This is an optimization exercise on Yosys and OpenROAD, whose aim is small area, not a production implementation.
Where RTL was checked, it was by simulation tests only, not by an equivalence proof against the original.
Only the layout flow was run in runs 2 and 3; the RTL was not checked for function there.
Power and IR drop assume default switching activity.

[config.mk]
export PLATFORM = sky130hd
export DESIGN_NAME = core
export DESIGN_NICKNAME = core
export VERILOG_FILES = /design/flow/design.v
export SDC_FILE = /design/flow/constraint.sdc
export NUM_CORES = 4
export LEC_CHECK = 0
export CAP_MARGIN = 20
export CORE_MARGIN = 2
export CORE_UTILIZATION = 40
export SLEW_MARGIN = 20
export CTS_ARGS = -sink_clustering_enable -repair_clock_nets -dont_use_dummy_load -buf_list sky130_fd_sc_hd__clkbuf_8 -sink_clustering_size 15 -sink_clustering_max_diameter 50
export BUFFER_PORTS_ARGS = -buffer_cell sky130_fd_sc_hd__buf_1
[constraint.sdc]
create_clock -name core_clock -period 6.0 [get_ports {clock}]
set_input_delay 1.2000 -clock core_clock [delete_from_list [all_inputs] [get_ports {clock}]]
set_output_delay 1.2000 -clock core_clock [all_outputs]
set_load 0.01 [all_outputs]
[design.v]
`timescale 1ns/100ps
module stage(
  clock, reset, dataIn, rise, fall, validIn,
  wrMask, wrValue, wrEdge, wrConfig, config_data,
  arm, demux_mode, level,
  run, match);
input clock, reset;
input validIn;
input [31:0] dataIn;
input [31:0] rise;		 
input [31:0] fall;		 
input wrMask, wrValue, wrEdge, wrConfig;
input [31:0] config_data;
input arm;
input demux_mode;
input [1:0] level;
output run;
output match;
reg [31:0] maskRegister, valueRegister, edgeRegister;
reg [27:0] configRegister;
reg mv, vv, ev, cv;
reg validIn_dlyd;
reg [15:0] counter;
reg [31:0] shiftRegister;
reg match32Register;
reg run, match;
reg [1:0] state;
always @(posedge clock) begin
  if (wrMask) maskRegister <= config_data;
  if (wrValue) valueRegister <= config_data;
  if (wrEdge) edgeRegister <= config_data;
  if (wrConfig) configRegister <= config_data[27:0];
end
always @(posedge clock or posedge reset)
  if (reset) begin
    mv <= 1'b0; vv <= 1'b0; ev <= 1'b0; cv <= 1'b0;
  end else begin
    mv <= mv | wrMask;
    vv <= vv | wrValue;
    ev <= ev | wrEdge;
    cv <= cv | wrConfig;
  end
wire cfgStart = configRegister[27] & cv;
wire cfgSerial = configRegister[26] & cv;
wire [4:0] cfgChannel = configRegister[24:20] & {5{cv}};
wire [1:0] cfgLevel = configRegister[17:16] & {2{cv}};
wire [15:0] cfgDelay = configRegister[15:0] & {16{cv}};
always @(posedge clock)
  validIn_dlyd <= ~wrConfig & (validIn | validIn_dlyd);
wire [31:0] value = valueRegister & {32{vv}};
wire [31:0] edgeSel = edgeRegister & {32{~cfgSerial & ev}};
wire [31:0] testValue = cfgSerial ? shiftRegister : dataIn;
wire [31:0] eq = ~(testValue ^ value);
wire [31:0] prevOk = {32{validIn_dlyd}} & (rise ^ value);
wire [31:0] bitMatch = ~maskRegister | (eq & (~edgeSel | prevOk));
wire matchL16 = ~mv | (&bitMatch[15:0]);
wire matchH16 = ~mv | (&bitMatch[31:16]);
always @(posedge clock)
  match32Register <= demux_mode ? (matchL16 | matchH16) : (matchL16 & matchH16);
wire serialChannelL16 = dataIn[{1'b0,cfgChannel[3:0]}];
wire serialChannelH16 = dataIn[{1'b1,cfgChannel[3:0]}];
always @(posedge clock)
  if (validIn)
    if (demux_mode)
      shiftRegister <= {shiftRegister[29:0],serialChannelH16,serialChannelL16};
    else shiftRegister <= {shiftRegister[30:0], (cfgChannel[4]) ? serialChannelH16 : serialChannelL16};
localparam [1:0] OFF = 2'h0, ARMED = 2'h1, MATCHED = 2'h2;
always @(posedge clock)
  if (state == ARMED) counter <= cfgDelay;
  else if (state == MATCHED && validIn) counter <= counter - 1'b1;
always @(posedge clock or posedge reset)
  if (reset) begin
    state <= OFF;
    match <= 1'b0;
    run <= 1'b0;
  end else begin
    match <= 1'b0;
    run <= 1'b0;
    case (state)
      OFF : if (arm) state <= ARMED;
      ARMED : if (match32Register && (level >= cfgLevel)) state <= MATCHED;
      MATCHED :
        if (validIn && ~|counter) begin
          run <= cfgStart;
          match <= ~cfgStart;
          state <= OFF;
        end
      default : ;
    endcase
  end
endmodule
`timescale 1ns/100ps
module core(
  clock, extReset,
  extTriggerIn,
  opcode, config_data, execute, indata, outputBusy,
  sampleReady50, outputSend, stableInput,
  memoryWrData, memoryRead, memoryWrite, memoryLastWrite,
  extTriggerOut, armLED,
  triggerLED, wrFlags, extTestMode);
input clock;
input extReset;
input [7:0] opcode;
input [31:0] config_data;
input execute;
input [31:0] indata;
input outputBusy;
input extTriggerIn;
output sampleReady50;
output outputSend;
output [31:0] stableInput;
output [31:0] memoryWrData;
output memoryRead;
output memoryWrite;
output memoryLastWrite;
output extTriggerOut;
output armLED;
output triggerLED;
output wrFlags;
output extTestMode;
reg resetCmd;
reg dec_trig;      
reg dec_long;      
reg dec_short;     
reg [3:0] dec_lo;
always @(posedge clock)
begin
  resetCmd <= execute & (opcode == 8'h00);
  dec_trig <= execute & (opcode[7:4] == 4'hC);
  dec_long <= execute & (opcode[7:3] == 5'b10000);
  dec_short <= execute & (opcode[7:3] == 5'b00000);
  dec_lo <= opcode[3:0];
end
wire arm_basic = dec_short & (dec_lo[2:0] == 3'd1);
wire finish_now = dec_short & (dec_lo[2:0] == 3'd5);
wire wrDivider = dec_long & (dec_lo[2:0] == 3'd0);
wire wrsize = dec_long & (dec_lo[2:0] == 3'd1);
assign wrFlags = dec_long & (dec_lo[2:0] == 3'd2);
wire wrfwd = dec_long & (dec_lo[2:0] == 3'd3);
wire wrbwd = dec_long & (dec_lo[2:0] == 3'd4);
wire [3:0] wrtrigmask, wrtrigval, wrtrigcfg, wrtrigedge;
genvar gs;
generate
  for (gs = 0; gs < 4; gs = gs + 1)
    begin : dec
      assign wrtrigmask[gs] = dec_trig & (dec_lo == 4*gs+0);
      assign wrtrigval[gs] = dec_trig & (dec_lo == 4*gs+1);
      assign wrtrigcfg[gs] = dec_trig & (dec_lo == 4*gs+2);
      assign wrtrigedge[gs] = dec_trig & (dec_lo == 4*gs+3);
    end
endgenerate
wire arm = arm_basic;
wire reset = extReset | resetCmd;
reg [3:0] reset_reg;
always @(posedge clock or posedge reset)
begin
  if (reset) reset_reg <= 4'hF;
  else reset_reg <= {reset_reg[2:0], 1'b0};
end
wire reset_core = reset_reg[3];
reg [15:0] flags_reg;
always @(posedge clock)
begin
  if (wrFlags) flags_reg <= config_data[15:0];
  if (finish_now) flags_reg[8] <= 1'b0;
end
wire demux_mode = flags_reg[0];
wire filter_mode = flags_reg[1];
wire [3:0] disabledGroups = flags_reg[5:2];
wire extClock_mode = flags_reg[6];
wire falling_edge = flags_reg[7];
wire rleEnable = flags_reg[8];
wire numberScheme = flags_reg[9];
assign extTestMode = flags_reg[10] && !numberScheme;
wire intTestMode = flags_reg[11];
wire [1:0] rle_mode = flags_reg[15:14];
wire run_basic, run;
reg sampled_extTriggerIn;
reg extTriggerOut;
always @(posedge clock)
begin
  sampled_extTriggerIn <= extTriggerIn;
  extTriggerOut <= run;
end
assign run = sampled_extTriggerIn | run_basic;
reg armLED, triggerLED;
always @(posedge clock or posedge extReset)
begin
  if (extReset) triggerLED <= 1'b0;
  else if (arm) triggerLED <= 1'b0;
  else if (run) triggerLED <= 1'b1;
end
always @(posedge clock or posedge reset)
begin
  if (reset) armLED <= 1'b0;
  else if (arm) armLED <= 1'b1;
  else if (run) armLED <= 1'b0;
end
reg sampled_intTestMode, sampled_numberScheme, dly_intTestMode;
reg [31:0] sync_indata;
reg [31:0] dly_itm180;
reg cnt_clear;
reg [7:0] cnt1;
reg [31:0] filtered;
reg [1:0] select;
reg [31:0] selectdata;
wire [31:0] cnt1w = {cnt1[3],cnt1[2],cnt1[1],cnt1[0],cnt1[7],cnt1[6],cnt1[5],cnt1[4],
                     cnt1[3],cnt1[2],cnt1[1],cnt1[0],cnt1[4],cnt1[5],cnt1[6],cnt1[7],
                     cnt1[0],cnt1[1],cnt1[2],cnt1[3],cnt1[4],cnt1[5],cnt1[6],cnt1[7],
                     cnt1};
wire [31:0] itm_indata = sampled_intTestMode ? cnt1w : sync_indata;
wire [31:0] itm_indata180 = sampled_intTestMode ? ~cnt1w : sync_indata;
wire [31:0] demux_indata = sampled_numberScheme ?
  {itm_indata[31:16], dly_itm180[31:16]} : {dly_itm180[15:0], itm_indata[15:0]};
always @(posedge clock)
begin
  sampled_intTestMode <= intTestMode;
  sampled_numberScheme <= numberScheme;
  dly_intTestMode <= sampled_intTestMode;
  sync_indata <= indata;
  dly_itm180 <= itm_indata180;
  cnt_clear <= reset_core;
  cnt1 <= cnt_clear ? 8'h00 : cnt1 + 1'b1;
  filtered <= dly_itm180 & (filtered | itm_indata | {32{~dly_intTestMode}});
  if (demux_mode) select <= 2'b10;
  else if (filter_mode) select <= 2'b11;
  else select <= {1'b0, falling_edge};
  case (select)
    2'b00 : selectdata <= itm_indata;
    2'b01 : selectdata <= itm_indata180;
    2'b10 : selectdata <= demux_indata;
    2'b11 : selectdata <= filtered;
  endcase
end
wire [31:0] syncedInput = sampled_numberScheme ? {selectdata[15:0],selectdata[31:16]} : selectdata;
reg [31:0] stableInput;
reg stableValid;
always @(posedge clock) stableInput <= syncedInput;
always @(posedge clock or posedge reset_core)
begin
  if (reset_core) stableValid <= 1'b0;
  else stableValid <= 1'b1;
end
reg sample_valid;
reg [31:0] sample_data;
reg sampleReady50;
reg [23:0] divider;
reg [23:0] scounter;
wire scounter_zero = ~|scounter;
always @(posedge clock)
begin
  if (wrDivider) begin
    divider <= config_data[23:0];
    scounter <= config_data[23:0];
  end else if (stableValid) begin
    if (scounter_zero) scounter <= divider;
    else scounter <= scounter - 1'b1;
  end
  sample_valid <= ~wrDivider & (extClock_mode ? stableValid : (stableValid & scounter_zero));
  if (extClock_mode | (stableValid & scounter_zero)) sample_data <= stableInput;
  if (wrDivider) sampleReady50 <= 1'b0;
  else if (scounter_zero) sampleReady50 <= 1'b1;
  else if (scounter == {1'b0, divider[23:1]}) sampleReady50 <= 1'b0;
end
reg [31:0] last_sample;
always @(posedge clock) if (sample_valid) last_sample <= sample_data;
wire [31:0] rise = sample_data & ~last_sample;
wire [31:0] fall = ~sample_data & last_sample;
reg capture;
reg [1:0] levelReg;
wire [3:0] stageRun, stageMatch;
assign run_basic = |stageRun;
generate
  for (gs = 0; gs < 4; gs = gs + 1)
    begin : st
      stage stage (
        .clock(clock), .reset(reset_core), .dataIn(sample_data),
        .rise(last_sample), .fall(fall), .validIn(sample_valid),
        .wrMask(wrtrigmask[gs]), .wrValue(wrtrigval[gs]), .wrEdge(wrtrigedge[gs]),
        .wrConfig(wrtrigcfg[gs]), .config_data(config_data),
        .arm(arm_basic), .level(levelReg), .demux_mode(demux_mode),
        .run(stageRun[gs]), .match(stageMatch[gs]));
    end
endgenerate
always @(posedge clock or posedge reset_core)
begin
  if (reset_core) begin
    capture <= 1'b0;
    levelReg <= 2'b00;
  end else begin
    capture <= arm | capture;
    if (|stageMatch) levelReg <= levelReg + 1'b1;
  end
end
reg [1:0] dly_valid;
reg [31:0] dly_data1, dly_data2;
always @(posedge clock)
begin
  dly_valid <= {dly_valid[0], sample_valid};
  dly_data1 <= sample_data;
  dly_data2 <= dly_data1;
end
reg [1:0] insel0, insel1;
reg insel2;
reg [31:0] aligned_data;
reg aligned_data_valid;
always @(posedge clock)
begin
  aligned_data_valid <= dly_valid[1] & capture;
  aligned_data[31:24] <= dly_data2[31:24];
  aligned_data[23:16] <= insel2 ? dly_data2[31:24] : dly_data2[23:16];
  case (insel1)
    2'h1 : aligned_data[15:8] <= dly_data2[23:16];
    2'h2 : aligned_data[15:8] <= dly_data2[31:24];
    default : aligned_data[15:8] <= dly_data2[15:8];
  endcase
  case (insel0)
    2'h1 : aligned_data[7:0] <= dly_data2[15:8];
    2'h2 : aligned_data[7:0] <= dly_data2[23:16];
    2'h3 : aligned_data[7:0] <= dly_data2[31:24];
    default : aligned_data[7:0] <= dly_data2[7:0];
  endcase
  insel0 <= 2'h0;
  insel1 <= 2'h0;
  insel2 <= 1'b0;
  case (disabledGroups)
    4'b0001 : begin insel2 <= 1'b1; insel1 <= 2'h1; insel0 <= 2'h1; end
    4'b0010 : begin insel2 <= 1'b1; insel1 <= 2'h1; end
    4'b0100 : begin insel2 <= 1'b1; end
    4'b0011 : begin insel1 <= 2'h2; insel0 <= 2'h2; end
    4'b0101 : begin insel1 <= 2'h2; insel0 <= 2'h1; end
    4'b1001 : begin insel1 <= 2'h1; insel0 <= 2'h1; end
    4'b0110 : begin insel1 <= 2'h2; end
    4'b1010 : begin insel1 <= 2'h1; end
    4'b0111 : insel0 <= 2'h3;
    4'b1011 : insel0 <= 2'h2;
    4'b1101 : insel0 <= 2'h1;
    default : ;
  endcase
end
reg [1:0] rmode;
reg [30:0] data_mask;
reg ractive, mask_flag;
reg [30:0] last_data;
reg last_valid;
reg [31:0] rle_data;
reg rle_data_valid;
reg [30:0] count;
reg [8:0] fieldcount;
reg [1:0] track;
wire count_zero = ~|count;
wire count_gt_one = track[1];
wire count_full = (count == data_mask);
wire [30:0] masked_dataIn = aligned_data[30:0] & data_mask;
wire mismatch = |(masked_dataIn ^ last_data);
wire demux_mismatch = demux_mode & (
  (rmode == 2'h1) ? (aligned_data[14:8] != aligned_data[6:0]) :
  (rmode == 2'h3) ? (aligned_data[30:16] != aligned_data[14:0]) : 1'b0);
always @(posedge clock)
begin
  rmode <= 2'h3;
  case (disabledGroups)
    4'b1110,4'b1101,4'b1011,4'b0111 : rmode <= 2'h0;
    4'b1100,4'b1010,4'b0110,4'b1001,4'b0101,4'b0011 : rmode <= 2'h1;
    4'b1000,4'b0100,4'b0010,4'b0001 : rmode <= 2'h2;
    default : ;
  endcase
  case (rmode)
    2'h0 : data_mask <= 31'h0000007F;
    2'h1 : data_mask <= demux_mode ? 31'h00007F7F : 31'h00007FFF;
    2'h2 : data_mask <= 31'h007FFFFF;
    default : data_mask <= demux_mode ? 31'h7FFF7FFF : 31'h7FFFFFFF;
  endcase
end
wire rle_emit = ractive & aligned_data_valid & last_valid &
                (~rleEnable | mismatch | demux_mismatch | count_full);
wire rle_inc = ractive & aligned_data_valid & last_valid & ~rle_emit;
always @(posedge clock or posedge reset_core)
begin
  if (reset_core) begin
    ractive <= 1'b0;
    mask_flag <= 1'b0;
  end else begin
    if (rle_emit) ractive <= rleEnable;
    else ractive <= ractive | (rleEnable & arm);
    mask_flag <= mask_flag | (rleEnable & arm);
  end
end
always @(posedge clock)
begin
  if (aligned_data_valid) last_data <= masked_dataIn;
  last_valid <= ractive & (last_valid | aligned_data_valid);
  if (rle_emit) begin
    if (!count_gt_one) rle_data <= {1'b0, last_data};
    else case (rmode)
      2'h0 : rle_data <= {24'd0, 1'b1, count[6:0]};
      2'h1 : rle_data <= {16'd0, 1'b1, count[14:0]};
      2'h2 : rle_data <= {8'd0, 1'b1, count[22:0]};
      default : rle_data <= {1'b1, count};
    endcase
  end else
    rle_data <= mask_flag ? {1'b0, masked_dataIn} : aligned_data;
  rle_data_valid <= ractive ? (rle_emit | (rle_inc & count_zero)) : aligned_data_valid;
  if (!ractive) begin
    count <= 31'd0;
    fieldcount <= 9'd0;
    track <= 2'd0;
  end else if (rle_emit) begin
    fieldcount <= fieldcount + 1'b1;
    if (mismatch || demux_mismatch || ~rle_mode[1] || (~rle_mode[0] & fieldcount[8])) begin
      count <= 31'd0;
      track <= 2'd0;
    end else begin
      count <= 31'd1;
      track <= 2'd1;
    end
  end else if (rle_inc) begin
    count <= count + 1'b1;
    if (count_zero) fieldcount <= 9'd0;
    track <= {|track, 1'b1};
  end
end
reg [1:0] dly_arm_reg;
reg dly_run;
always @(posedge clock or posedge reset_core)
begin
  if (reset_core) begin
    dly_arm_reg <= 2'b00;
    dly_run <= 1'b0;
  end else begin
    dly_arm_reg <= {dly_arm_reg[0], arm};
    dly_run <= run;
  end
end
wire dly_arm = dly_arm_reg[1];
reg [25:0] fwd, bwd;
reg outputSend;
reg memoryRead, memoryWrite, memoryLastWrite;
reg [27:0] ccounter;
reg [31:0] memoryWrData;
reg [2:0] state;
localparam [2:0] IDLE = 3'h0, SAMPLE = 3'h1, DELAY = 3'h2, READ = 3'h3, READWAIT = 3'h4;
always @(posedge clock) memoryWrData <= rle_data;
always @(posedge clock)
begin
  if (wrsize) begin
    fwd <= {10'd0, config_data[31:16]};
    bwd <= {10'd0, config_data[15:0]};
  end else if (wrfwd)
    fwd <= config_data[25:0];
  else if (wrbwd)
    bwd <= config_data[25:0];
end
always @(posedge clock or posedge reset_core)
begin
  if (reset_core) begin
    state <= IDLE;
    memoryWrite <= 1'b0;
    memoryLastWrite <= 1'b0;
    memoryRead <= 1'b0;
  end else begin
    memoryWrite <= 1'b0;
    memoryLastWrite <= 1'b0;
    memoryRead <= 1'b0;
    case (state)
      IDLE : begin
        memoryWrite <= 1'b1;
        if (dly_run) state <= DELAY;
        else if (dly_arm) state <= SAMPLE;
      end
      SAMPLE : begin
        memoryWrite <= rle_data_valid;
        if (dly_run) state <= DELAY;
      end
      DELAY :
        if (rle_data_valid) begin
          memoryWrite <= 1'b1;
          if (ccounter == {fwd,2'b11}) begin
            memoryLastWrite <= 1'b1;
            state <= READ;
          end
        end
      READ : begin
        memoryRead <= 1'b1;
        if (ccounter == {bwd,2'b11}) state <= IDLE;
        else state <= READWAIT;
      end
      READWAIT :
        if (!outputBusy && !outputSend) state <= READ;
      default : ;
    endcase
  end
end
always @(posedge clock)
begin
  outputSend <= (state == READ);
  case (state)
    IDLE, SAMPLE : ccounter <= 28'd0;
    DELAY :
      if (rle_data_valid) begin
        if (ccounter == {fwd,2'b11}) ccounter <= 28'd0;
        else ccounter <= ccounter + 1'b1;
      end
    READ :
      if (ccounter == {bwd,2'b11}) ccounter <= 28'd0;
      else ccounter <= ccounter + 1'b1;
    default : ;
  endcase
end
endmodule
[flow/run.sh]
#!/bin/bash
set -e
cp standard.sh flow_standard_copy.sh.txt
cat >> config.mk <<'EOF'
export CTS_ARGS = -sink_clustering_enable -repair_clock_nets -dont_use_dummy_load -buf_list sky130_fd_sc_hd__clkbuf_8 -sink_clustering_size 15 -sink_clustering_max_diameter 50
export BUFFER_PORTS_ARGS = -buffer_cell sky130_fd_sc_hd__buf_1
EOF
bash standard.sh > standard.log 2>&1
[standard.sh]
#!/bin/bash
# synth_recipe.tcl (not shown) runs the flow's synth.tcl, then flattens the netlist and writes it again
# the make line also repeats each setting of config.mk as NAME=value (left out here)
make -C /OpenROAD-flow-scripts/flow DESIGN_CONFIG=/design/flow/config.mk WORK_HOME=/design/flow/orfs CLKGATE_MAP_FILE= SYNTH_SCRIPT=/design/flow/synth_recipe.tcl "${@:-finish}"
==> results of run 1 <==
worst min path at each step:
| stage | slack (ns) | start | endpoint | depth (start not counted) |
|---|---|---|---|---|
| 4_1_cts | 0.04 | extReset | triggerLED | 2 |
| 5_1_grt | 0.08 | extReset | triggerLED | 2 |
| 2_1_floorplan | 0.15 | resetCmd | armLED | 1 |
| 6_report | 0.12 | extReset | triggerLED | 2 |
| 3_5_place_dp | 0.31 | rle_data[13] | memoryWrData[13] | 0 |
| 3_3_place_gp | 0.28 | resetCmd | armLED | 1 |
layer usage:
| layer | vias to the layer above | wire length, um | global-route usage [%] |
|---|---|---|---|
| li1 | 17544 | - | - |
| met1 | 19050 | 70800 | 28.9 |
| met2 | 1412 | 79700 | 36.0 |
| met3 | 276 | 11800 | 3.83 |
| met4 | 4 | 5290 | 7.20 |
| met5 | - | 30 | 0 |
power groups by stage:
stage | combinational, W | sequential (W) | clock, W
after CTS | 0.00158 | 0.0110 | 0.00523
after global placement | 0.00154 | 0.0112 | 0
after floorplan | 0.00114 | 0.0111 | 0
after detailed placement | 0.00157 | 0.0112 | 0
after global routing | 0.00176 | 0.0111 | 0.00555
final | 0.00157 | 0.0110 | 0.00510
per-stage QoR:
step	cell area [um^2]	setup WS, ns
after global placement	61800	2.35
after global routing	63900	1.89
final	63900	2.08
after floorplan	59100	0.907
after CTS	63800	2.00
after detailed placement	61900	2.22
placed cells by master, fill, tap and decap left out, drive strengths merged, types with 42 or more instances in the layout:
cell,count
edfxtp,892
nand2,608
dfxtp,435
mux2i,257
xnor2,229
o21ai,218
buf,207
mux2,201
nor2,190
clkbuf,156
xor2,144
a21oi,135
nand3,124
inv,90
nand2b,85
and2,78
nor3,71
nor4,66
nand4,53
dfrtp,49
o2111ai,44
nand4b,42
cell type report:
type / count / area (um^2)
repair buffers: 224 / 1230
flip-flops and latches: 1380 / 36800
multi-input cells: 3058 / 21100
fillers: 13634 / 83300
clock buffers: 139 / 1910
inverters: 92 / 347
diodes: 7 / 17.5
well taps: 1930 / 2410
cell families (layout without fill, tap and decap cells):
logic type	count (synthesis)	count (layout)
AO/OA/AOI/OAI	675	675
XOR/XNOR	373	373
adder cells (fa/ha/maj)	39	39
buffers and inverters	336	455
flip-flops	1380	1380
multiplexers	490	490
other	2	9
AND/OR/NAND/NOR	1479	1479
worst max-delay path, cell delays in order (launching register included):
cell	delay (ns)
dfxtp_1	0.76
nand2b_1	0.37
nor2_2	0.17
buf_4	0.32
buf_1	0.19
==> impl_metrics.json, run 1 <==
{
  "swShare_pct": 24.7,
  "wl_per_cell_um": 24.5,
  "place.gp.congestion": 0.862,
  "synth-seq-cells": 1380,
  "fmax_mhz": 255,
  "htree_levels": 4,
  "ff2ff_setup_slack_ns": 2.21,
  "fin_setup_tns_ns": 0,
  "synth_area_um2": 59100,
  "totalWireLength_um": 168000,
  "nNetsFinal": 5009,
  "reg2reg_depth": 8,
  "clock_tree.buffer_depth": 3,
  "timing.final.crit_period_ns": 3.92,
  "synth_simple_gate_area_share_pct": 12.3,
  "cp.arrival_ns": 2.72,
  "intPower_w": 0.0133,
  "initial_utilization_pct": 40.2,
  "worst_slew_pin_slew_ns": 1.15,
  "synth_nets": 4888,
  "io_pins": 151,
  "cts_sinks": 1380,
  "comb_power_share_pct": 8.9,
  "synth_edf_count": 892,
  "power_w": 0.0177,
  "fp.dieH_um": 388,
  "grt_pass1_vias": 36684,
  "synth_compound_gate_area_share_pct": 7.40,
  "dr_total_vias": 38286,
  "rsz0062_at_grt": "no",
  "cts_tree": "done",
  "max_slew_margin_pct": 23.5,
  "clockPowerShare_pct": 28.8,
  "hpwl_um": 111000,
  "slew_viol_final": 0,
  "p_seq_share_pct": 62.3,
  "fin_skew_ns": 0.127,
  "synth_top_cell_by_area": "edfxtp_1",
  "syn_avg_cell_area_um2": 12.4,
  "grt_usage_pct": 21.8,
  "cp_max_fo": 16,
  "irDropWorstVdd_mv": 0.178,
  "synth_common_cells": "edfxtp_1, nand2_1, dfxtp_1",
  "critPathLaunch": "dec_lo[1]",
  "postCtsHoldBufs": 0,
  "drtIter0Drc": 3372,
  "timing.rr.end": "st[1].stage.match32Register",
  "worstPathRequired_ns": 4.80,
  "synthCells": 4774,
  "core-area_um2": 147000,
  "final-instance-count-excl-fill": 6830,
  "synth_top_area_share_pct": 45.3,
  "synth_top_family_by_area": "simple AND/OR/NAND/NOR gates",
  "via_per_inst": 5.61,
  "io_buffers": 150,
  "yosysUniqueCellTypes": 88,
  "ys_seq_area_share_pct": 62.3,
  "die-area_um2": 151000,
  "final-setup-viol-count": 0,
  "num_rows": 141,
  "path_class": "flop to primary output",
  "cp-end-kind": "primary output",
  "path_clk_slew_ns": 0.09,
  "critPathCapture": "wrFlags",
  "dr.pass1.iters": 6,
  "clk_latency_ns": 0.93,
  "fin_util_pct": 43.4,
  "min_path_type": "input pin to async pin",
  "fin_hold_ws_ns": 0.124,
  "die_w_um": 388,
  "ant_nets": 0,
  "p_leak_nw": 22.7,
  "r2r_start": "st[1].stage.cv",
  "grt_remaining_overflow": 0,
  "power_density_nw_per_um2": 277,
  "synth-xor-area-share_pct": 5.57,
  "syn2layout_area_growth_pct": 8.07,
  "synth_ff_type": "edfxtp_1",
  "antenna_found_initial": 12,
  "drive_gt1_share_pct": 11.3,
  "synth_warnings": 2,
  "cts_made_buffers": 139,
  "post-route-drc-count": 0,
  "status": "complete, no violations",
  "p_sw_w": 0.00438,
  "grt_pass1_wl_um": 244000,
  "maxCapViolCount": 0,
  "cp-start-kind": "flop",
  "async_flop_share_pct": 3.84,
  "synth_fa_ha_area_share_pct": 0.817,
  "synthTopCellsByArea": "edfxtp_1, dfxtp_1, mux2i_1",
  "cts_resized": 0,
  "dp_cells": 6682,
  "cts_setup_buffers": 0,
  "grt_max_degree": 132,
  "hold_viol": 0,
  "period_share_pct": 65.4,
  "cts-root-buf": "clkbuf_8",
  "synth_mux_area_share_pct": 9.40,
  "synth_most_common_cell": "edfxtp_1"
}
==> inputs of run 2 (changes only) <==
--- a/design.v
+++ b/design.v
@@ -199,6 +199,4 @@
 reg sampled_intTestMode, sampled_numberScheme, dly_intTestMode;
-reg [31:0] sync_indata;
-reg [31:0] dly_itm180;
-reg cnt_clear;
-reg [7:0] cnt1;
+reg [31:0] sync_indata, dly_sync_indata;
+reg [7:0] testcount, cnt1, cnt2;
 reg [31:0] filtered;
@@ -210,4 +208,9 @@
                      cnt1};
+wire [31:0] cnt2w = {cnt2[3],cnt2[2],cnt2[1],cnt2[0],cnt2[7],cnt2[6],cnt2[5],cnt2[4],
+                     cnt2[3],cnt2[2],cnt2[1],cnt2[0],cnt2[4],cnt2[5],cnt2[6],cnt2[7],
+                     cnt2[0],cnt2[1],cnt2[2],cnt2[3],cnt2[4],cnt2[5],cnt2[6],cnt2[7],
+                     cnt2};
 wire [31:0] itm_indata = sampled_intTestMode ? cnt1w : sync_indata;
 wire [31:0] itm_indata180 = sampled_intTestMode ? ~cnt1w : sync_indata;
+wire [31:0] dly_itm180 = dly_intTestMode ? ~cnt2w : dly_sync_indata;
 wire [31:0] demux_indata = sampled_numberScheme ?
@@ -220,6 +223,7 @@
   sync_indata <= indata;
-  dly_itm180 <= itm_indata180;
-  cnt_clear <= reset_core;
-  cnt1 <= cnt_clear ? 8'h00 : cnt1 + 1'b1;
-  filtered <= dly_itm180 & (filtered | itm_indata | {32{~dly_intTestMode}});
+  dly_sync_indata <= sync_indata;
+  testcount <= reset_core ? 8'h00 : testcount + 1'b1;
+  cnt1 <= testcount;
+  cnt2 <= cnt1;
+  filtered <= dly_intTestMode ? ((filtered | itm_indata) & ~cnt2w) : dly_sync_indata;
   if (demux_mode) select <= 2'b10;
==> impl_metrics.json, run 2 <==
{
  "ys_seq_area_share_pct": 62.3,
  "fmax_mhz": 228,
  "io_buffers": 150,
  "cp_max_fo": 16,
  "min_path_type": "input pin to async pin",
  "final_common_cell": "edfxtp_1",
  "synth_common_cells": "edfxtp_1, nand2_1, dfxtp_1",
  "status": "complete, no violations",
  "setup_slack_ns": 1.61,
  "grt_pass1_wl_um": 252000,
  "worstPathRequired_ns": 4.80,
  "final-setup-viol-count": 0,
  "io_pins": 151,
  "grt_usage_pct": 22.4,
  "synth_most_common_cell": "edfxtp_1",
  "synth_top_cell_by_area": "edfxtp_1",
  "num_rows": 141,
  "syn2layout_area_growth_pct": 8.37,
  "dpl_cell_area_um2": 62500,
  "grt_remaining_overflow": 0,
  "cts_sinks": 1395,
  "totalWireLength_um": 174000,
  "drtIter0Drc": 4094,
  "cts_made_buffers": 148,
  "antenna_found_initial": 9,
  "synth_nets": 4996,
  "period_share_pct": 73.2,
  "fin_setup_tns_ns": 0,
  "grt_pass1_vias": 37634,
  "rsz0062_at_grt": "no",
  "clk_latency_ns": 0.91,
  "core-area_um2": 148000,
  "path_class": "flop to primary output",
  "syn_avg_cell_area_um2": 12.2,
  "slowest_delay_ns": 0.73,
  "cp.arrival_ns": 3.19,
  "slew_viol_final": 0,
  "cts-root-buf": "clkbuf_8",
  "dr_total_vias": 39350,
  "synth_ff_type": "edfxtp_1",
  "cts_resized": 0,
  "place.gp.congestion": 0.906,
  "die-area_um2": 152000,
  "post-route-drc-count": 0,
  "synth_warnings": 2,
  "path_clk_slew_ns": 0.07,
  "dp_slack_ns": 2.18,
  "layout_common_cells": "edfxtp_1, nand2_1, dfxtp_1",
  "final_area_um2": 64600,
  "wl_per_cell_um": 25.0,
  "synth_edf_count": 892,
  "fillerInstances": 13600,
  "synth-seq-cells": 1395,
  "irDropWorstVdd_mv": 0.241,
  "fin_hold_ws_ns": 0.135,
  "hpwl_um": 112000,
  "synth_top_area_share_pct": 44.9,
  "crit_chain": "nand2b_1 -> nor2_2 -> buf_4 -> buf_1",
  "synthCells": 4882,
  "grt_max_degree": 129,
  "synthTopCellsByArea": "edfxtp_1, dfxtp_1, mux2i_1",
  "ant_nets": 0,
  "clock_tree.buffer_depth": 3,
  "die_w_um": 390,
  "nNetsFinal": 5137,
  "worst_slew_pin_slew_ns": 1.17,
  "yosysUniqueCellTypes": 77,
  "max_slew_margin_pct": 21.7,
  "power_density_nw_per_um2": 292,
  "dr.pass1.iters": 6,
  "postCtsHoldBufs": 0,
  "htree_levels": 4,
  "timing.final.crit_period_ns": 4.39,
  "cp-start-kind": "flop",
  "hold_viol": 0,
  "cts_setup_buffers": 0,
  "fin_skew_ns": 0.0924,
  "fp.dieH_um": 390,
  "via_per_inst": 5.66,
  "p_leak_nw": 23.2,
  "cts_tree": "done",
  "slowest_stage": "nor2_2",
  "synth_area_um2": 59600,
  "maxCapViolCount": 0,
  "drive_gt1_share_pct": 10.6,
  "async_flop_share_pct": 3.80,
  "cp-end-kind": "primary output",
  "initial_utilization_pct": 40.3
}
## run 2: changes by cell type in the layout (fill, tap and decap cells not counted), moves of 17 or more
cell      change
mux2_2       -17
nand2_1      +31
xor2_1       -25
o31a_1       -18
nand2b_1     +26
o21ai_1      +37
xnor2_1      +17
mux2i_1      +34
nand3_1      +20
nor3_1       -27
a21oi_1      +49
and3_1       +36
nor2_1       -49
buf_4        +19
## run 2: stage by stage
stage                     utilization [%]  cells  total power (W)
after floorplan                         -   4882           0.0130
final                                43.7   6956           0.0188
after detailed placement             42.3   6802           0.0137
after CTS                            43.7   6950           0.0190
after global placement               42.2   6798           0.0137
after global routing                 43.7   6952           0.0196
## run 2: area by class of cell
cell class | instances | area (um^2) | area share (%)
flip-flops and latches | 1395 | 37100 | 57.5
multi-input cells | 3149 | 21300 | 33.0
well taps | 1930 | 2410 | 3.74
clock buffers | 148 | 2040 | 3.15
repair buffers | 241 | 1360 | 2.10
inverters | 88 | 332 | 0.513
diodes | 5 | 12.5 | 0.0194
## run 2: layer usage
metal  GRT usage (%)  wire length (um)  vias up
met4            8.07              5910        0
met5               0                 0        -
met3            3.72             12600      287
li1                -                 -    17961
met1            30.4             74000    19539
met2            36.1             81200     1563
## run 2: final timing paths
path | startpoint | to | slack [ns] | depth (start not counted)
max | dec_lo[1] | wrFlags | 1.61 | 4
min | extReset | triggerLED | 0.14 | 2
max reg2reg | st[2].stage.cv | st[2].stage.match32Register | 2.04 | 7
min reg2reg | resetCmd | armLED | 0.27 | 1
max in group asynchronous | reset_reg[3] | st[2].stage.vv | 4.51 | 2
min in group core_clock | rle_data[17] | memoryWrData[17] | 0.29 | 0
## run 2: cell families (layout without fill, tap and decap cells)
| family | after synthesis | in the layout | synth area share [%] |
|---|---|---|---|
| fa+ha+maj | 38 | 38 | 0.793 |
| compound gates | 720 | 720 | 7.41 |
| mux | 501 | 501 | 9.34 |
| other cells | 2 | 7 | 0.0126 |
| xor+xnor | 362 | 362 | 5.32 |
| buf+inv | 338 | 477 | 2.19 |
| flops | 1395 | 1395 | 62.3 |
| simple gates | 1526 | 1526 | 12.7 |
## run 2: critical path: cells and delay by family, from the launching register on
| family | cells | cell delay [ns] |
|---|---|---|
| buffers and inverters | 2 | 0.59 |
| and+or+nand+nor | 2 | 1.05 |
| DFF | 1 | 0.65 |
## run 2: power by group
part,internal (W),leakage [nW],switching [W]
Combinational,0.000816,9.54,0.00122
Sequential,0.0109,12.6,0.000589
Clock,0.00219,1.06,0.00310
Total,0.0139,23.2,0.00491
==> inputs of run 3 (changes only) <==
--- a/design.v
+++ b/design.v
@@ -52,5 +52,4 @@
 wire [31:0] testValue = cfgSerial ? shiftRegister : dataIn;
-wire [31:0] eq = ~(testValue ^ value);
-wire [31:0] prevOk = {32{validIn_dlyd}} & (rise ^ value);
-wire [31:0] bitMatch = ~maskRegister | (eq & (~edgeSel | prevOk));
+wire [31:0] edgeMatch = {32{validIn_dlyd}} & ((value & rise) | (~value & fall));
+wire [31:0] bitMatch = ~maskRegister | (edgeSel & edgeMatch) | (~edgeSel & ~(testValue ^ value));
 wire matchL16 = ~mv | (&bitMatch[15:0]);
@@ -281,3 +280,3 @@
         .clock(clock), .reset(reset_core), .dataIn(sample_data),
-        .rise(last_sample), .fall(fall), .validIn(sample_valid),
+        .rise(rise), .fall(fall), .validIn(sample_valid),
         .wrMask(wrtrigmask[gs]), .wrValue(wrtrigval[gs]), .wrEdge(wrtrigedge[gs]),
==> run.sh (new file) <==
#!/bin/bash
# synth_recipe.tcl (not shown) runs the flow's synth.tcl, then flattens the netlist and writes it again
# the make line also repeats each setting of config.mk as NAME=value (left out here)
make -C /OpenROAD-flow-scripts/flow DESIGN_CONFIG=/design/flow/config.mk WORK_HOME=/design/flow/orfs CLKGATE_MAP_FILE= SYNTH_SCRIPT=/design/flow/synth_recipe.tcl finish
==> config.mk (replaced) <==
export PLATFORM = sky130hd
export DESIGN_NAME = core
export DESIGN_NICKNAME = core
export VERILOG_FILES = /design/flow/design.v
export SDC_FILE = /design/flow/constraint.sdc
export NUM_CORES = 4
export LEC_CHECK = 0
export CAP_MARGIN = 20
export CORE_MARGIN = 2
export CORE_UTILIZATION = 40
export CTS_BUF_LIST = sky130_fd_sc_hd__clkbuf_4
export SLEW_MARGIN = 20
removed: flow/run.sh
removed: standard.sh
==> impl_metrics.json, run 3 <==
{
  "status": "complete, no violations",
  "synth_top_area_share_pct": 44.1,
  "final-setup-viol-count": 0,
  "cts-root-buf": "clkbuf_4",
  "cp-end-kind": "primary output",
  "synth_mux_area_share_pct": 7.07,
  "final_common_cell": "edfxtp_1",
  "p_leak_nw": 24.9,
  "power_density_nw_per_um2": 320,
  "path_class": "flop to primary output",
  "reg2reg_depth": 8,
  "totalWireLength_um": 191000,
  "path_clk_slew_ns": 0.06,
  "drtIter0Drc": 4495,
  "grt_max_degree": 104,
  "period_share_pct": 74.5,
  "cts_tree": "done",
  "syn2layout_area_growth_pct": 14.3,
  "dr_total_vias": 43264,
  "post-route-drc-count": 0,
  "grt_usage_pct": 24.0,
  "synth_area_um2": 60700,
  "initial_utilization_pct": 40.4,
  "synth_nets": 5168,
  "grt_pass1_vias": 42352,
  "synth-xor-area-share_pct": 6.17,
  "grt_pass1_wl_um": 277000,
  "hold_depth": 0,
  "yosysUniqueCellTypes": 93,
  "synth_edf_count": 892,
  "fp.dieH_um": 394,
  "die-area_um2": 155000,
  "synth_common_cells": "edfxtp_1, nand2_1, dfxtp_1",
  "timing.final.crit_period_ns": 4.47,
  "fin_hold_ws_ns": 0.262,
  "synth_compound_gate_area_share_pct": 10.5,
  "grt_remaining_overflow": 0,
  "drive_gt1_share_pct": 17.8,
  "syn_avg_cell_area_um2": 12.0,
  "dp_cells": 7051,
  "ys_seq_area_share_pct": 61.1,
  "drt-met1-wl_um": 78400,
  "cp.arrival_ns": 3.27,
  "rsz0062_at_grt": "no",
  "synth_warnings": 2,
  "fin_skew_ns": 0.136,
  "dr.pass1.iters": 6,
  "cts_made_buffers": 379,
  "fillerInstances": 13848,
  "wl_per_cell_um": 24.6,
  "ant_nets": 0,
  "synth-seq-cells": 1395,
  "clock_tree.buffer_depth": 4,
  "worstPathRequired_ns": 4.80,
  "hpwl_um": 122000,
  "irDropWorstVdd_mv": 0.172,
  "cts_sinks": 1395,
  "cp-start-kind": "flop",
  "cts_setup_buffers": 0,
  "synth_top_family_by_area": "simple AND/OR/NAND/NOR gates",
  "antenna_found_initial": 13,
  "num_rows": 142,
  "synth_top_cell_by_area": "edfxtp_1",
  "io_pins": 151,
  "synth_simple_gate_area_share_pct": 11.8,
  "die_w_um": 394,
  "htree_levels": 5,
  "layout_common_cells": "edfxtp_1, clkbuf_4, nand2_1",
  "cp_max_fo": 16,
  "clk_latency_ns": 1.37,
  "maxCapViolCount": 0,
  "via_per_inst": 5.60,
  "synth_most_common_cell": "edfxtp_1",
  "async_flop_share_pct": 3.80,
  "slew_viol_final": 0,
  "hold_viol": 0,
  "core-area_um2": 150000,
  "place.gp.congestion": 0.942,
  "wl_met3_um": 16800,
  "synthTopCellsByArea": "edfxtp_1, dfxtp_1, xnor2_1",
  "max_slew_margin_pct": 23.0,
  "worst_slew_pin_slew_ns": 1.15,
  "synthCells": 5054,
  "min_path_type": "flop to flop",
  "final-instance-count-excl-fill": 7730,
  "ff2ff_setup_slack_ns": 2.21,
  "synth_ff_type": "edfxtp_1",
  "fmax_mhz": 224,
  "wl_met2_um": 86400,
  "fin_setup_tns_ns": 0,
  "highest_layer": "met5",
  "nNetsFinal": 5534,
  "synth_fa_ha_area_share_pct": 0.812,
  "io_buffers": 150
}
run 3: cell count changes after synthesis, sizes merged, moves of 28 or more:
cell,change
a211oi,+42
a221oi,+34
a311oi,+37
and3,-38
buf,+40
mux2i,-141
nand2,-106
nand2b,+51
nand4b,-40
nor2,+90
o2111ai,-34
o21ai,+93
xnor2,+28
xor2,+38
run 3: power by group:
part	switching, W	total (W)	internal (W)
clock	0.00394	0.00834	0.00439
combinational	0.00138	0.00232	0.000942
sequential	0.000606	0.0115	0.0109
run 3: final timing paths:
check	start	end
hold reg to reg	rle_data[6]	memoryWrData[6]
setup reg to reg	st[2].stage.ev	st[2].stage.match32Register
max in group asynchronous	extReset	reset_reg[3]
setup / recovery	dec_lo[1]	wrFlags
min in group asynchronous	resetCmd	armLED
hold / removal	rle_data[6]	memoryWrData[6]
run 3: logic make-up (layout without fill, tap and decap cells):
family	count (synthesis)	in the layout
mux	367	367
fa+ha+maj	40	40
xor+xnor	428	428
compound gates	993	993
other cells	2	12
simple gates	1452	1452
flops	1395	1395
buf+inv	377	1027
run 3: what timing repair did:
action                                 4_1_cts  5_1_grt
gates resized for setup                      0        0
endpoints found under the hold margin        1        0
hold buffers                                 1        0
run 3: critical path, cell delays in order (launching register included):
cell	delay [ns]
dfxtp_1	0.68
nand2b_1	0.43
nor2_2	0.30
clkdlybuf4s50_1	0.58
run 3: through the flow:
stage	utilization, %	power [W]	cell area (um^2)	setup WS [ns]
2_1_floorplan	-	0.0132	60700	0.907
3_3_place_gp	42.9	0.0140	64500	2.15
3_5_place_dp	43.0	0.0140	64600	2.03
4_1_cts	46.1	0.0224	69300	1.40
5_1_grt	46.2	0.0233	69400	1.35
6_report	46.2	0.0222	69400	1.53
run 3: layout make-up:
cell class | instances | area, um^2 | share of cell area, %
multi-input cells | 3282 | 22200 | 32.0
diodes | 10 | 25.0 | 0.0361
clock inverters | 96 | 425 | 0.613
flip-flops and latches | 1395 | 37100 | 53.5
clock buffers | 569 | 4270 | 6.15
repair buffers | 260 | 2420 | 3.49
inverters | 102 | 384 | 0.553
well taps | 2016 | 2520 | 3.63
run 3: layer usage:
metal | track usage, % | up-vias
li1 | - | 19537
met1 | 31.5 | 21179
met2 | 37.3 | 2112
met3 | 5.56 | 432
met4 | 11.9 | 4
met5 | 0 | -
==> inputs of run 4 (changes only) <==
--- a/design.v
+++ b/design.v
@@ -52,4 +52,5 @@
 wire [31:0] testValue = cfgSerial ? shiftRegister : dataIn;
-wire [31:0] edgeMatch = {32{validIn_dlyd}} & ((value & rise) | (~value & fall));
-wire [31:0] bitMatch = ~maskRegister | (edgeSel & edgeMatch) | (~edgeSel & ~(testValue ^ value));
+wire [31:0] eq = ~(testValue ^ value);
+wire [31:0] prevOk = {32{validIn_dlyd}} & (rise ^ value);
+wire [31:0] bitMatch = ~maskRegister | (eq & (~edgeSel | prevOk));
 wire matchL16 = ~mv | (&bitMatch[15:0]);
@@ -198,4 +199,6 @@
 reg sampled_intTestMode, sampled_numberScheme, dly_intTestMode;
-reg [31:0] sync_indata, dly_sync_indata;
-reg [7:0] testcount, cnt1, cnt2;
+reg [31:0] sync_indata;
+reg [31:0] dly_itm180;
+reg cnt_clear;
+reg [7:0] cnt1;
 reg [31:0] filtered;
@@ -207,9 +210,4 @@
                      cnt1};
-wire [31:0] cnt2w = {cnt2[3],cnt2[2],cnt2[1],cnt2[0],cnt2[7],cnt2[6],cnt2[5],cnt2[4],
-                     cnt2[3],cnt2[2],cnt2[1],cnt2[0],cnt2[4],cnt2[5],cnt2[6],cnt2[7],
-                     cnt2[0],cnt2[1],cnt2[2],cnt2[3],cnt2[4],cnt2[5],cnt2[6],cnt2[7],
-                     cnt2};
 wire [31:0] itm_indata = sampled_intTestMode ? cnt1w : sync_indata;
 wire [31:0] itm_indata180 = sampled_intTestMode ? ~cnt1w : sync_indata;
-wire [31:0] dly_itm180 = dly_intTestMode ? ~cnt2w : dly_sync_indata;
 wire [31:0] demux_indata = sampled_numberScheme ?
@@ -222,7 +220,6 @@
   sync_indata <= indata;
-  dly_sync_indata <= sync_indata;
-  testcount <= reset_core ? 8'h00 : testcount + 1'b1;
-  cnt1 <= testcount;
-  cnt2 <= cnt1;
-  filtered <= dly_intTestMode ? ((filtered | itm_indata) & ~cnt2w) : dly_sync_indata;
+  dly_itm180 <= itm_indata180;
+  cnt_clear <= reset_core;
+  cnt1 <= cnt_clear ? 8'h00 : cnt1 + 1'b1;
+  filtered <= dly_itm180 & (filtered | itm_indata | {32{~dly_intTestMode}});
   if (demux_mode) select <= 2'b10;
@@ -280,3 +277,3 @@
         .clock(clock), .reset(reset_core), .dataIn(sample_data),
-        .rise(rise), .fall(fall), .validIn(sample_valid),
+        .rise(last_sample), .fall(fall), .validIn(sample_valid),
         .wrMask(wrtrigmask[gs]), .wrValue(wrtrigval[gs]), .wrEdge(wrtrigedge[gs]),
==> flow/run.sh (new file) <==
#!/bin/bash
set -e
cat >> config.mk <<'EOF'
export CTS_ARGS = -sink_clustering_enable -repair_clock_nets -dont_use_dummy_load -buf_list sky130_fd_sc_hd__clkbuf_8 -sink_clustering_size 16 -sink_clustering_max_diameter 60
export BUFFER_PORTS_ARGS = -buffer_cell sky130_fd_sc_hd__buf_1
EOF
rm -rf scripts_local
cp -r "$FLOW_HOME/scripts" scripts_local
cp flow/abc_speed.script scripts_local/abc_speed.script
bash standard.sh SCRIPTS_DIR="$PWD/scripts_local" > standard.log 2>&1
==> flow/abc_speed.script (new file) <==
&get -n
&st
&dch
&nf -p -R 1000
&st
&syn2
&if -g -K 6
&synch2
&nf -p -R 1000
&st
&syn2
&if -g -K 6
&synch2
&nf -p -R 1000
&st
&syn2
&if -g -K 6
&synch2
&nf -p -R 1000
&st
&syn2
&if -g -K 6
&synch2
&nf -p -R 1000
&st
&syn2
&if -g -K 6
&synch2
&nf -p -R 1000
&put
topo
dnsize -c
stime -c
==> standard.sh (new file) <==
#!/bin/bash
# synth_recipe.tcl (not shown) runs the flow's synth.tcl, then flattens the netlist and writes it again
# the make line also repeats each setting of config.mk as NAME=value (left out here)
make -C /OpenROAD-flow-scripts/flow DESIGN_CONFIG=/design/flow/config.mk WORK_HOME=/design/flow/orfs CLKGATE_MAP_FILE= SYNTH_SCRIPT=/design/flow/synth_recipe.tcl "${@:-finish}"
--- a/config.mk
+++ b/config.mk
@@ -9,4 +9,5 @@
 export CORE_MARGIN = 2
-export CORE_UTILIZATION = 40
-export CTS_BUF_LIST = sky130_fd_sc_hd__clkbuf_4
+export CORE_UTILIZATION = 65
 export SLEW_MARGIN = 20
+export CTS_ARGS = -sink_clustering_enable -repair_clock_nets -dont_use_dummy_load -buf_list sky130_fd_sc_hd__clkbuf_8 -sink_clustering_size 16 -sink_clustering_max_diameter 60
+export BUFFER_PORTS_ARGS = -buffer_cell sky130_fd_sc_hd__buf_1
removed: run.sh
==> impl_metrics.json, run 4 <==
{
  "cp-end-kind": "primary output",
  "wl_met2_um": 67700,
  "highest_layer": "met5",
  "fin_util_pct": 70.5,
  "worstPathRequired_ns": 4.80,
  "slowest_stage": "dfxtp_1",
  "timing.final.crit_period_ns": 4.02,
  "hpwl_um": 97800,
  "cts_made_buffers": 109,
  "via_per_inst": 6.30,
  "hold_viol": 0,
  "maxCapViolCount": 0,
  "seq_area_um2": 36800,
  "async_flop_share_pct": 3.84,
  "synthTopCellsByArea": "edfxtp_1, dfxtp_1, xnor2_1",
  "ff2ff_setup_slack_ns": 2.11,
  "syn_avg_cell_area_um2": 13.1,
  "fmax_mhz": 249,
  "nNetsFinal": 4794,
  "max_slew_margin_pct": 30.7,
  "initial_utilization_pct": 65.4,
  "final-setup-viol-count": 0,
  "synth_area_um2": 56700,
  "crit_chain": "nand2b_1 -> nor2_2 -> buf_1",
  "status": "complete, no violations",
  "rsz0062_at_grt": "no",
  "synth_top_cell_by_area": "edfxtp_1",
  "io_pins": 151,
  "totalWireLength_um": 152000,
  "cp-start-kind": "flop",
  "cts_tree": "done",
  "clock_tree.buffer_depth": 3,
  "io_buffers": 150,
  "cts_resized": 0,
  "postCtsHoldBufs": 0,
  "wl_per_cell_um": 26.0,
  "cp.arrival_ns": 2.82,
  "cts_setup_buffers": 0,
  "synth_warnings": 2,
  "drtIter0Drc": 4332,
  "synth_ff_type": "edfxtp_1",
  "syn2layout_area_growth_pct": 7.71,
  "grt_max_degree": 138,
  "slowest_delay_ns": 0.78,
  "synthCells": 4338,
  "power_density_nw_per_um2": 279,
  "grt_usage_pct": 33.6,
  "min_path_type": "flop to async pin",
  "synth_top_area_share_pct": 47.3,
  "fin_skew_ns": 0.0674,
  "drt-met1-wl_um": 62100,
  "ys_seq_area_share_pct": 65.0,
  "grt_pass1_wl_um": 222000,
  "synth_common_cells": "edfxtp_1, nand2_1, dfxtp_1",
  "wl_met3_um": 14500,
  "htree_levels": 3,
  "cts-root-buf": "clkbuf_8",
  "grt_pass1_vias": 35002,
  "layout_common_cells": "edfxtp_1, nand2_1, dfxtp_1",
  "period_share_pct": 67.0,
  "die_w_um": 299,
  "dr_total_vias": 36791,
  "p_leak_nw": 21.3,
  "dr.pass1.iters": 6,
  "place.gp.congestion": 0.926,
  "post-route-drc-count": 0,
  "cts_sinks": 1380,
  "num_rows": 108,
  "fp.dieH_um": 299,
  "drive_gt1_share_pct": 5.69,
  "ant_nets": 0,
  "irDropWorstVdd_mv": 0.247,
  "fillerInstances": 6320,
  "synth_most_common_cell": "edfxtp_1",
  "die-area_um2": 89600,
  "dpl_cell_area_um2": 59400,
  "worst_slew_pin_slew_ns": 1.04,
  "path_class": "flop to primary output",
  "clk_latency_ns": 0.81,
  "grt_remaining_overflow": 0,
  "antenna_found_initial": 10,
  "synth-seq-cells": 1380,
  "path_clk_slew_ns": 0.10,
  "synth_edf_count": 892,
  "final_common_cell": "edfxtp_1",
  "final_area_um2": 61000,
  "core-area_um2": 86600,
  "yosysUniqueCellTypes": 61,
  "synth_nets": 4452,
  "multiInputGateArea_um2": 19800,
  "slew_viol_final": 0,
  "fin_setup_tns_ns": 0,
  "cp_max_fo": 16
}
==> run 4: changes by cell type after synthesis, sizes merged, moves of 34 or more <==
cell | before | now
clkbuf | 200 | 0
inv | 102 | 0
o21ai | 346 | 260
xor2 | 157 | 239
buf | 75 | 1
nand2b | 162 | 94
clkinv | 0 | 54
a21oi | 196 | 144
a211oi | 46 | 2
nand3 | 131 | 89
nor2 | 232 | 191
a311oi | 38 | 4
a31oi | 42 | 76
==> run 4: area by class of cell <==
| cell class | count | share of cell area, % |
|---|---|---|
| flip-flops and latches | 1380 | 60.3 |
| multi-input cells | 2903 | 32.4 |
| clock buffers | 109 | 2.46 |
| well taps | 1155 | 2.37 |
| repair buffers | 232 | 2.09 |
| inverters | 54 | 0.332 |
| diodes | 5 | 0.0205 |
==> run 4: path summary, 6_finish.rpt <==
| check | to | cells after the start | startpoint |
|---|---|---|---|
| max | wrFlags | 3 | dec_lo[1] |
| min | armLED | 1 | resetCmd |
| min in group core_clock | dly_data2[12] | 0 | dly_data1[12] |
| max in group asynchronous | st[1].stage.state[1] | 2 | reset_reg[3] |
| min reg2reg | armLED | 1 | resetCmd |
| max reg2reg | fieldcount[5] | 13 | data_mask[29] |
==> run 4: through the flow <==
step / instances / power [W] / hold slack (ns) / setup slack (ns)
after CTS: 5829 / 0.0171 / 0.205 / 2.01
final: 5838 / 0.0171 / 0.230 / 1.98
after detailed placement: 5720 / 0.0128 / 0.234 / 2.19
after floorplan: 4338 / 0.0122 / 0.155 / 0.0790
after global placement: 5720 / 0.0127 / 0.232 / 2.30
after global routing: 5834 / 0.0176 / 0.226 / 1.70
==> run 4: worst max-delay path, delay by kind of cell (launching register included) <==
family                 cells  cell delay, ns
flip-flops                 1            0.78
buffers and inverters      1            0.21
AND/OR/NAND/NOR            2            1.03
==> run 4: power breakdown <==
part / total [W] / leakage, nW / switching, W / internal (W)
Combinational: 0.00156 / 8.05 / 0.000953 / 0.000609
Sequential: 0.0110 / 12.5 / 0.000388 / 0.0106
Clock: 0.00446 / 0.784 / 0.00285 / 0.00162
==> run 4: cells by family (layout without fill, tap and decap cells) <==
| logic type | Yosys count | count (layout) | synth area share (%) |
|---|---|---|---|
| compound gates | 706 | 706 | 7.63 |
| xor+xnor | 513 | 513 | 7.93 |
| fa+ha+maj | 43 | 43 | 0.923 |
| buf+inv | 55 | 395 | 0.364 |
| flops | 1380 | 1380 | 65.0 |
| mux | 361 | 361 | 7.49 |
| other cells | 2 | 7 | 0.0133 |
| simple gates | 1278 | 1278 | 10.7 |
==> run 4: metal layers <==
metal	up-vias	GRT usage, %
li1	16611	-
met1	18013	47.9
met2	1805	50.9
met3	360	6.33
met4	2	15.0
met5	-	0
==> inputs of run 5 (changes only) <==
--- a/design.v
+++ b/design.v
@@ -212,4 +212,16 @@
 wire [31:0] itm_indata180 = sampled_intTestMode ? ~cnt1w : sync_indata;
-wire [31:0] demux_indata = sampled_numberScheme ?
-  {itm_indata[31:16], dly_itm180[31:16]} : {dly_itm180[15:0], itm_indata[15:0]};
+wire s00 = (select == 2'b00), s01 = (select == 2'b01);
+wire s10 = (select == 2'b10), s11 = (select == 2'b11);
+wire s0x = ~select[1];
+wire dN = s10 & sampled_numberScheme, dL = s10 & ~sampled_numberScheme;
+wire T = sampled_intTestMode;
+wire aLo = ~T & (s0x | dL);      
+wire aHi = ~T & (s0x | dN);      
+wire [31:0] cLo = {32{T}} & (({32{s00}} & cnt1w) | ({32{s01}} & ~cnt1w) | ({32{dL}} & cnt1w));
+wire [31:0] cHi = {32{T}} & (({32{s00}} & cnt1w) | ({32{s01}} & ~cnt1w) | ({32{dN}} & cnt1w));
+wire [31:0] next_selectdata;
+assign next_selectdata[15:0] = ({16{aLo}} & sync_indata[15:0]) | cLo[15:0] |
+                               ({16{dN}} & dly_itm180[31:16]) | ({16{s11}} & filtered[15:0]);
+assign next_selectdata[31:16] = ({16{aHi}} & sync_indata[31:16]) | cHi[31:16] |
+                                ({16{dL}} & dly_itm180[15:0]) | ({16{s11}} & filtered[31:16]);
 always @(posedge clock)
@@ -227,8 +239,3 @@
   else select <= {1'b0, falling_edge};
-  case (select)
-    2'b00 : selectdata <= itm_indata;
-    2'b01 : selectdata <= itm_indata180;
-    2'b10 : selectdata <= demux_indata;
-    2'b11 : selectdata <= filtered;
-  endcase
+  selectdata <= next_selectdata;
 end
--- a/flow/abc_speed.script
+++ b/flow/abc_speed.script
@@ -30,2 +30,7 @@
 &put
+&get -n
+&st
+&dch
+&nf -p -R 1000 -a
+&put
 topo
==> impl_metrics.json, run 5 <==
{
  "max_slew_margin_pct": 21.7,
  "post-route-drc-count": 0,
  "synth_common_cells": "edfxtp_1, nand2_1, dfxtp_1",
  "min_path_type": "flop to async pin",
  "path_class": "flop to flop",
  "synth_nets": 4428,
  "cp.buffers_inverters": 1,
  "totalWireLength_um": 151000,
  "via_per_inst": 6.36,
  "die_w_um": 298,
  "synth_ff_type": "edfxtp_1",
  "core-area_um2": 85400,
  "antenna_found_initial": 10,
  "place.gp.congestion": 0.932,
  "grt_usage_pct": 33.8,
  "rsz0062_at_grt": "no",
  "period_share_pct": 60.5,
  "synthTopCellsByArea": "edfxtp_1, dfxtp_1, nand2_1",
  "cts_made_buffers": 106,
  "clock_tree.buffer_depth": 3,
  "slowest_stage": "dfxtp_1",
  "irDropWorstVdd_mv": 0.235,
  "fp.dieH_um": 298,
  "power_density_nw_per_um2": 289,
  "cp_top_family": "simple AND/OR/NAND/NOR gates",
  "io_pins": 151,
  "num_rows": 107,
  "initial_utilization_pct": 65.7,
  "cp-start-kind": "flop",
  "htree_levels": 3,
  "grt_pass1_vias": 34805,
  "fin_skew_ns": 0.0616,
  "dp_slack_ns": 2.01,
  "worstPathRequired_ns": 6.69,
  "cp-end-kind": "flop",
  "synth-seq-cells": 1380,
  "synth_top_cell_by_area": "edfxtp_1",
  "dr.pass1.iters": 7,
  "timing.final.crit_period_ns": 3.63,
  "grt_max_degree": 163,
  "drtIter0Drc": 4999,
  "yosysUniqueCellTypes": 61,
  "crit_chain": "and2_0 -> xnor2_1 -> nand2_1 -> a2111oi_0 -> nand4_1 -> nor4_1 -> nor2b_1 -> nand2b_2 -> buf_4 -> a221oi_1 -> a21oi_1",
  "status": "complete, no violations",
  "synthCells": 4314,
  "die-area_um2": 88700,
  "path_clk_slew_ns": 0.10,
  "cts_tree": "done",
  "dr_total_vias": 36839,
  "nNetsFinal": 4756,
  "hpwl_um": 98700,
  "final-setup-viol-count": 0,
  "cts_sinks": 1380,
  "cts_setup_buffers": 0,
  "hold_viol": 0,
  "clk_latency_ns": 0.80,
  "ff2ff_setup_slack_ns": 2.37,
  "synth_most_common_cell": "edfxtp_1",
  "async_flop_share_pct": 3.84,
  "final_common_cell": "edfxtp_1",
  "ys_seq_area_share_pct": 65.6,
  "grt_remaining_overflow": 0,
  "syn2layout_area_growth_pct": 7.59,
  "io_buffers": 150,
  "worst_slew_pin_slew_ns": 1.17,
  "postCtsHoldBufs": 0,
  "slowest_delay_ns": 0.66,
  "cp_max_fo": 40,
  "synth_top_area_share_pct": 47.7,
  "synth_area_um2": 56100,
  "slew_viol_final": 0,
  "fin_setup_tns_ns": 0,
  "cp.arrival_ns": 4.32,
  "cts-root-buf": "clkbuf_8",
  "p_leak_nw": 21.1,
  "synth_warnings": 2,
  "cts_resized": 0,
  "ant_nets": 0,
  "setup_slack_ns": 2.37,
  "synth_edf_count": 892,
  "maxCapViolCount": 0,
  "fmax_mhz": 276,
  "wl_per_cell_um": 26.0,
  "syn_avg_cell_area_um2": 13.0,
  "grt_pass1_wl_um": 222000,
  "layout_common_cells": "edfxtp_1, nand2_1, dfxtp_1",
  "drive_gt1_share_pct": 5.34
}
[run 5: cell types whose count changed in the layout (fill, tap and decap cells not counted), sizes merged, moves of 22 or more]
cell	delta
a221oi	+25
and3	+22
clkinv	+24
nand2	+32
nand2b	-27
nor2	+33
nor2b	-28
nor3	+30
o21ai	-57
xnor2	-31
[run 5: path summary, 6_finish.rpt]
check,end,start,cells after the start
max,rle_data[21],data_mask[29],11
min,armLED,resetCmd,1
max reg2reg,rle_data[21],data_mask[29],11
min reg2reg,armLED,resetCmd,1
max in group asynchronous,state[0],reset_reg[3],2
min in group core_clock,dly_data2[30],dly_data1[30],0
[run 5: area by class of cell]
cell class,instances,area (um^2)
diodes,4,10.0
well taps,1144,1430
repair buffers,221,1230
clock buffers,106,1460
flip-flops and latches,1380,36800
fillers,6152,25000
multi-input cells,2855,19100
inverters,78,293
[run 5: layer usage]
layer / up-vias / wire [um] / track usage [%]
met2: 1893 / 67800 / 51.6
met3: 310 / 15100 / 5.82
met5: - / 27 / 0
li1: 16513 / - / -
met4: 4 / 5500 / 11.0
met1: 18119 / 62200 / 49.7
[run 5: cells by family after synthesis]
kind of cell               Yosys count  synth area share, %
xor gates and xnor gates           464                 7.24
DFF                               1380                 65.6
AOI/OAI and AO/OA                  708                 8.05
buffers and inverters               79                0.528
other                                2               0.0134
muxes                              352                 7.21
and+or+nand+nor                   1292                 10.5
adders and majority gates           37                0.825
[run 5: per-stage QoR]
| stage | hold WS [ns] | instance area [um^2] | total power [W] | instances | utilization [%] |
|---|---|---|---|---|---|
| 2_1_floorplan | 0.155 | 56100 | 0.0125 | 4314 | - |
| 3_3_place_gp | 0.282 | 58700 | 0.0132 | 5672 | 68.8 |
| 3_5_place_dp | 0.287 | 58800 | 0.0132 | 5673 | 68.8 |
| 4_1_cts | 0.211 | 60200 | 0.0175 | 5779 | 70.5 |
| 5_1_grt | 0.238 | 60400 | 0.0181 | 5786 | 70.7 |
| 6_report | 0.247 | 60400 | 0.0175 | 5788 | 70.7 |
[run 5: power by group]
part,internal [W],leakage (nW),switching (W)
logic,0.000706,7.89,0.00111
registers,0.0107,12.5,0.000501
clock network,0.00157,0.762,0.00283
total,0.0130,21.1,0.00445
==> inputs of run 6 (changes only) <==
--- a/design.v
+++ b/design.v
@@ -53,3 +53,3 @@
 wire [31:0] eq = ~(testValue ^ value);
-wire [31:0] prevOk = {32{validIn_dlyd}} & (rise ^ value);
+wire [31:0] prevOk = {32{validIn_dlyd}} & rise;
 wire [31:0] bitMatch = ~maskRegister | (eq & (~edgeSel | prevOk));
@@ -284,3 +284,3 @@
         .clock(clock), .reset(reset_core), .dataIn(sample_data),
-        .rise(last_sample), .fall(fall), .validIn(sample_valid),
+        .rise(sample_data ^ last_sample), .fall(fall), .validIn(sample_valid),
         .wrMask(wrtrigmask[gs]), .wrValue(wrtrigval[gs]), .wrEdge(wrtrigedge[gs]),
==> impl_metrics.json, run 6 <==
{
  "synth_common_cells": "edfxtp_1, nand2_1, dfxtp_1",
  "die-area_um2": 87900,
  "timing.rr.end": "fieldcount[5]",
  "synth_nets": 4325,
  "final_common_cell": "edfxtp_1",
  "power_density_nw_per_um2": 279,
  "synth_top_area_share_pct": 48.2,
  "r2r_start": "aligned_data[14]",
  "cts_resized": 0,
  "worst_slew_pin_slew_ns": 1.17,
  "slew_viol_final": 0,
  "drive_gt1_share_pct": 6.07,
  "initial_utilization_pct": 65.4,
  "cts-root-buf": "clkbuf_8",
  "core-area_um2": 85000,
  "dr.pass1.iters": 8,
  "dpl_cell_area_um2": 58400,
  "grt_usage_pct": 34.8,
  "layout_common_cells": "edfxtp_1, nand2_1, dfxtp_1",
  "grt_pass1_wl_um": 222000,
  "clock_tree.buffer_depth": 3,
  "timing.final.crit_period_ns": 4.42,
  "syn_avg_cell_area_um2": 13.2,
  "fin_skew_ns": 0.0929,
  "ant_nets": 0,
  "synthCells": 4211,
  "grt_max_degree": 127,
  "grt_pass1_vias": 34554,
  "via_per_inst": 6.44,
  "intPower_w": 0.0127,
  "cts_made_buffers": 104,
  "drtIter0Drc": 5002,
  "num_rows": 107,
  "clk_latency_ns": 0.81,
  "hold_viol": 0,
  "place.gp.congestion": 0.942,
  "slowest_stage": "a21oi_1",
  "dr_total_vias": 36822,
  "p_seq_share_pct": 65.3,
  "post-route-drc-count": 0,
  "ff2ff_setup_slack_ns": 1.58,
  "reg2reg_depth": 14,
  "fillerInstances": 6090,
  "cts_sinks": 1380,
  "totalWireLength_um": 152000,
  "slowest_delay_ns": 1.00,
  "die_w_um": 296,
  "period_share_pct": 73.7,
  "synth_ff_type": "edfxtp_1",
  "cp-start-kind": "flop",
  "cp_max_fo": 30,
  "p_leak_nw": 20.9,
  "max_slew_margin_pct": 21.1,
  "p_sw_w": 0.00403,
  "grt_remaining_overflow": 0,
  "status": "complete, no violations",
  "synth_warnings": 2,
  "cts_tree": "done",
  "wl_per_cell_um": 26.7,
  "async_flop_share_pct": 3.84,
  "synthTopCellsByArea": "edfxtp_1, dfxtp_1, xor2_1",
  "power_w": 0.0167,
  "irDropWorstVdd_mv": 0.221,
  "synth_most_common_cell": "edfxtp_1",
  "cts_setup_buffers": 0,
  "postCtsHoldBufs": 0,
  "cp-end-kind": "flop",
  "yosysUniqueCellTypes": 65,
  "worstPathRequired_ns": 6.72,
  "final_area_um2": 60000,
  "rsz0062_at_grt": "no"
}
==> run 6: cell count changes in the layout (fill, tap and decap cells not counted), moves of 10 or more <==
cell and delta:
and2_0 +12, xnor2_1 -122, o21ai_0 +10, nor3_1 +14
nand3_1 +36, a21oi_1 -33, nand2_1 -82, xor2_1 +23
a22oi_1 +14, o2111ai_1 +11, a31oi_1 -33, buf_4 +28
==> run 6: cells by family after synthesis <==
kind of cell | count (synthesis) | synth area share (%)
compound gates | 714 | 8.51
xor+xnor | 365 | 5.75
fa+ha+maj | 37 | 0.833
buf+inv | 72 | 0.486
flops | 1380 | 66.3
mux | 350 | 7.27
other cells | 2 | 0.0135
simple gates | 1291 | 10.9
==> run 6: power by group through the flow <==
stage / registers, W / logic [W] / clock network [W]
after CTS: 0.0109 / 0.00144 / 0.00442
final: 0.0109 / 0.00144 / 0.00436
after detailed placement: 0.0111 / 0.00143 / 0
after global routing: 0.0110 / 0.00160 / 0.00472
after global placement: 0.0111 / 0.00139 / 0
after floorplan: 0.0111 / 0.000921 / 0
==> run 6: worst max path at each step <==
stage,from,endpoint,slack (ns),cells after the start
after detailed placement,aligned_data[14],fieldcount[3],1.63,14
after global placement,aligned_data[14],fieldcount[8],1.66,14
after global routing,aligned_data[14],fieldcount[3],1.24,14
after CTS,aligned_data[14],fieldcount[3],1.66,14
after floorplan,flags_reg[0],rle_data[24],0.08,9
final,aligned_data[14],fieldcount[5],1.58,14
==> run 6: cell type report <==
type	instances	area (um^2)	area share [%]
clock buffer	104	1430	2.39
sequential	1380	36800	61.4
antenna	9	22.5	0.0375
timing repair buffer	247	1400	2.34
inverter	71	268	0.446
multi-input combinational	2759	18600	31.0
tap	1144	1430	2.39
==> run 6: metal layers <==
layer  vias up  part of all wire, %  global-route usage (%)
met3       380                  9.8                    5.72
met5         -               0.0085                       0
li1      16437                    -                       -
met1     18002                   41                    50.2
met4         2                  4.2                    13.4
met2      2001                   45                    53.4
==> run 6: through the flow <==
step | hold WS [ns] | setup slack, ns | std cells | utilization (%)
after floorplan | 0.155 | 0.0779 | 4211 | -
after detailed placement | 0.249 | 1.63 | 5598 | 68.7
after global placement | 0.236 | 1.66 | 5597 | 68.7
final | 0.210 | 1.58 | 5714 | 70.6
after CTS | 0.210 | 1.66 | 5702 | 70.4
after global routing | 0.231 | 1.24 | 5706 | 70.5
==> run 6: critical path: cells and delay by family (launching register included) <==
| family | cells | cell delay, ns |
|---|---|---|
| XOR/XNOR | 1 | 0.11 |
| flip-flops | 1 | 0.50 |
| AO/OA/AOI/OAI | 5 | 1.68 |
| AND/OR/NAND/NOR | 8 | 2.05 |

re-timing with driven ports:
How much do the figures lean on ideal ports? The routed layouts below were timed once more, with nothing changed but the port constraints.
Step 1 assumes that a clkbuf_16 drives the clock port and a buf_2 every other input.
Step 2 times the ports against the registers' clock, not the clock port: input delays grow and output delays shrink by t, the midpoint of the rising clock arrivals with the driver on.
a / b / c = ideal ports / drivers / drivers and shift; a / b = the first two.
run	shift t [ns]	setup WS [ns]
run 1	0.934	2.077 / 1.999 / 2.214
run 2	0.949	1.610 / 1.535 / 2.035
run 3	1.369	1.528 / 1.461 / 2.209
run 4	0.843	1.977 / 1.908 / 2.110
run 5	0.839	2.371 / 2.371 / 2.371
run 6	0.837	1.576 / 1.576 / 1.576
After both steps setup and hold are still met in every run listed.
